Context: an optimization exercise on an open-source flow, tuned for small area and a short achievable clock period. The choices shown serve that exercise and are no tape-out recipe.
Where RTL was checked, it was by simulation tests only, not by an equivalence proof against the original.

== main ==
==> module fexp, before the edit <==
module fexp (
input  wire [7:0] ea,
input  wire [7:0] eb,
output wire [7:0] x
);
wire [8:0] dab9 = {1'b0, ea} - {1'b0, eb};
wire neg = dab9[8];
wire eeq = ~|dab9[7:0];
wire egt = ~neg & ~eeq;
wire [4:0] low = dab9[4:0];
wire [4:0] sh = neg ? (~low + 5'd1) : low;
wire kill = neg ? ~(&dab9[7:5] & |low) : |dab9[7:5];
assign x = {egt, eeq, kill, sh};
endmodule
==> module matrix_multi, before the edit <==
module matrix_multi(input clk,
input wire rst,                  
input wire in_valid,             
input wire[127:0] buff_x,
output wire out_valid,           
output wire[95:0] buff_y);
localparam MR = 1;
localparam A1 = 0, B1 = 1, C1 = 1, D1 = 1;
localparam A2 = 0, B2 = 1, C2 = 1, D2 = 1;
localparam XR = 1;
localparam LAT = XR + MR + A1 + B1 + C1 + D1 + A2 + B2 + C2 + D2;
wire [127:0] xr;
pipe #(.W(128), .EN(XR)) px(clk, buff_x, xr);
wire [2:0] g00, g01, g02, g03, g10, g11, g13, g21, g22, g23;
wire [2:0] f00, f01, f02, f03, f10, f11, f13, f21, f22, f23;
fmflag #(32'h3f000000) fg00(buff_x[127:96], g00);
fmflag #(32'hbfc00000) fg01(buff_x[95:64],  g01);
fmflag #(32'hbf400000) fg02(buff_x[63:32],  g02);
fmflag #(32'hbf600000) fg03(buff_x[31:0],   g03);
fmflag #(32'h3f400000) fg10(buff_x[127:96], g10);
fmflag #(32'h3f000000) fg11(buff_x[95:64],  g11);
fmflag #(32'hbfa00000) fg13(buff_x[31:0],   g13);
fmflag #(32'hbe000000) fg21(buff_x[95:64],  g21);
fmflag #(32'h3fb00000) fg22(buff_x[63:32],  g22);
fmflag #(32'h3e800000) fg23(buff_x[31:0],   g23);
pipe #(.W(30), .EN(XR)) pf(clk,
  {g00, g01, g02, g03, g10, g11, g13, g21, g22, g23},
  {f00, f01, f02, f03, f10, f11, f13, f21, f22, f23});
wire [31:0] x1 = xr[127:96];
wire [31:0] x2 = xr[95:64];
wire [31:0] x3 = xr[63:32];
wire [31:0] x4 = xr[31:0];
wire [31:0] mp00, mp01, mp02, mp03, mp10, mp11, mp13, mp21, mp22, mp23;
wire [31:0] mul00, mul01, mul02, mul03;
wire [31:0] mul10, mul11, mul12, mul13;
wire [31:0] mp12, mp20;
wire [31:0] mul20, mul21, mul22, mul23;
fmulc #(32'h3f000000, 0, XR) mult00(clk, x1, f00, mp00);   
fmulc #(32'hbfc00000, 0, XR) mult01(clk, x2, f01, mp01);   
fmulc #(32'hbf400000, 0, XR) mult02(clk, x3, f02, mp02);   
fmulc #(32'hbf600000, 0, XR) mult03(clk, x4, f03, mp03);   
fmulc #(32'h3f400000, 0, XR) mult10(clk, x1, f10, mp10);   
fmulc #(32'h3f000000, 0, XR) mult11(clk, x2, f11, mp11);   
assign mp12 = mp02;
assign mul12 = mul02;                                    
fmulc #(32'hbfa00000, 0, XR) mult13(clk, x4, f13, mp13);   
assign mp20 = mp10;
assign mul20 = mul10;                                    
fmulc #(32'hbe000000, 0, XR) mult21(clk, x2, f21, mp21);   
fmulc #(32'h3fb00000, 0, XR) mult22(clk, x3, f22, mp22);   
fmulc #(32'h3e800000, 0, XR) mult23(clk, x4, f23, mp23);   
wire [7:0] xp00, xp01, xp10, xp11, xp20, xp21;
fexp fe00(mp00[30:23], mp01[30:23], xp00);
fexp fe01(mp02[30:23], mp03[30:23], xp01);
fexp fe10(mp10[30:23], mp11[30:23], xp10);
fexp fe11(mp12[30:23], mp13[30:23], xp11);
fexp fe20(mp20[30:23], mp21[30:23], xp20);
fexp fe21(mp22[30:23], mp23[30:23], xp21);
wire [7:0] xe00, xe01, xe10, xe11, xe20, xe21;
pipe #(.W(10*32 + 6*8), .EN(MR)) pm(clk,
  {mp00, mp01, mp02, mp03, mp10, mp11, mp13, mp21, mp22, mp23,
   xp00, xp01, xp10, xp11, xp20, xp21},
  {mul00, mul01, mul02, mul03, mul10, mul11, mul13, mul21, mul22, mul23,
   xe00, xe01, xe10, xe11, xe20, xe21});
wire [31:0] s00, s01, s10, s11, s20, s21;
fadd #(A1, B1, C1, D1, 1) ad00(clk, mul00, mul01, xe00, s00);
fadd #(A1, B1, C1, D1, 1) ad01(clk, mul02, mul03, xe01, s01);
fadd #(A1, B1, C1, D1, 1) ad10(clk, mul10, mul11, xe10, s10);
fadd #(A1, B1, C1, D1, 1) ad11(clk, mul12, mul13, xe11, s11);
fadd #(A1, B1, C1, D1, 1) ad20(clk, mul20, mul21, xe20, s20);
fadd #(A1, B1, C1, D1, 1) ad21(clk, mul22, mul23, xe21, s21);
fadd #(A2, B2, C2, D2, 0) ad02(clk, s00, s01, 8'd0, buff_y[95:64]);
fadd #(A2, B2, C2, D2, 0) ad12(clk, s10, s11, 8'd0, buff_y[63:32]);
fadd #(A2, B2, C2, D2, 0) ad22(clk, s20, s21, 8'd0, buff_y[31:0]);
reg [LAT-1:0] valid_pipe;
always @(posedge clk)
  if (rst) valid_pipe <= {LAT{1'b0}};
  else     valid_pipe <= {valid_pipe[LAT-2:0], in_valid};
assign out_valid = valid_pipe[LAT-1];
endmodule
Settings: LEC_CHECK=0, ABC_AREA=1, CAP_MARGIN=20, CORE_MARGIN=2, CORE_UTILIZATION=70, CTS_CLUSTER_DIAMETER=100, CTS_CLUSTER_SIZE=24, SLEW_MARGIN=20; clock period 13.0 ns.
standard.sh (not shown) runs the stock make flow with config.mk's settings and CLKGATE_MAP_FILE= SYNTH_SCRIPT=/design/flow/synth_recipe.tcl, a recipe that flattens the netlist after the stock synthesis.
==> flow/flow/run.sh <==
#!/bin/bash
# Own layout flow: the standard ORFS layout (standard.sh), with
#  - port buffers: buf_2 on inputs, buf_4 on outputs (a copy of the ORFS
#    scripts with that one change to global_place.tcl),
#  - timing repair aimed below the clock period.
set -euo pipefail
cp -r "$FLOW_HOME/scripts" scripts
sed -i 's/^\(\s*\)buffer_ports {\*}\[env_var_or_empty BUFFER_PORTS_ARGS\]/\1buffer_ports -inputs -buffer_cell sky130_fd_sc_hd__buf_2\n\1buffer_ports -outputs -buffer_cell sky130_fd_sc_hd__buf_4/' scripts/global_place.tcl
grep -n "buffer_ports" scripts/global_place.tcl > buffer_ports.log
export SCRIPTS_DIR="$PWD/scripts"
export SETUP_SLACK_MARGIN=9.2
bash standard.sh > standard.log 2>&1
main reached the final stage; the timing, DRC and antenna checks on its layout passed.
The following lists how the feature branch was set up differently from main:
-- flow/design.v --
<<< main, line 147
);
wire [8:0] dab9 = {1'b0, ea} - {1'b0, eb};
wire neg = dab9[8];
wire eeq = ~|dab9[7:0];
wire egt = ~neg & ~eeq;
wire [4:0] low = dab9[4:0];
wire [4:0] sh = neg ? (~low + 5'd1) : low;
wire kill = neg ? ~(&dab9[7:5] & |low) : |dab9[7:5];
assign x = {egt, eeq, kill, sh};
endmodule
module fadd #(parameter RA = 0, parameter RB = 0, parameter RC = 0, parameter RD = 1,
>>> the feature branch, line 147
);
wire [8:0] dab9 = {1'b0, ea} - {1'b0, eb};
wire [7:0] dba = eb - ea;
wire eeq = ~|dab9[7:0];
wire egt = ~dab9[8] & ~eeq;
wire [7:0] d = egt ? dab9[7:0] : dba;
assign x = {egt, eeq, |d[7:5], d[4:0]};
endmodule
module fadd #(parameter RA = 0, parameter RB = 0, parameter RC = 0, parameter RD = 1,
<<< main, line 253
localparam MR = 1;
localparam A1 = 0, B1 = 1, C1 = 1, D1 = 1;
localparam A2 = 0, B2 = 1, C2 = 1, D2 = 1;
localparam XR = 1;
localparam LAT = XR + MR + A1 + B1 + C1 + D1 + A2 + B2 + C2 + D2;
>>> the feature branch, line 251
localparam MR = 1;
localparam A1 = 0, B1 = 1, C1 = 1, D1 = 1;
localparam A2 = 1, B2 = 0, C2 = 1, D2 = 1;
localparam XR = 1;
localparam LAT = XR + MR + A1 + B1 + C1 + D1 + A2 + B2 + C2 + D2;
Results
Delta (the feature branch minus main): core footprint moved up; area of the multi-input gates moved up; post-CTS setup repair buffer count moved up.
The feature branch gives less portion of the post-synthesis area used by sequential elements than main did.
Per the comparison of the feature branch with main, max-capacitance violation count level, met1 layer usage reported by global route moved down, number of sinks on the clock net moved up, met3 track demand over resource in global routing moved down, utilization moved up.
In the feature branch, the routed length on met2 came out about 2.3% below the value in main.
Function not checked in main: the RTL went through the layout flow alone.

## port drivers added, routing unchanged
Ports are ideal in the flow. The routed layouts listed here were re-timed in OpenROAD.
Step 1 sets driving cells, clkbuf_16 on the clock port and buf_2 on the other inputs (assumed; they add their load-dependent delay and slew).
Step 2 times the ports against the registers' clock, not the clock port: input delays grow and output delays shrink by t, the midpoint of the rising clock arrivals with the driver on.
Three values: ideal, step 1, step 2; two values: the first two.
| run | t, ns | slack for setup (ns) | worst setup path at the end | clock arrival spread, ns | worst register clock-pin slew, ns |
|---|---|---|---|---|---|
| main | 0.833 | 9.179 / 9.088 / 8.686 | input to register | 0.051 / 0.051 | 0.11 / 0.11 |
| the feature branch | 0.813 | 9.202 / 9.114 / 8.733 | input to register | 0.040 / 0.040 | 0.11 / 0.11 |
After both steps setup and hold are still met in every run listed. For main, which loses most, drivers alone change the setup slack by -0.091 ns; drivers and shift together by -0.493 ns.
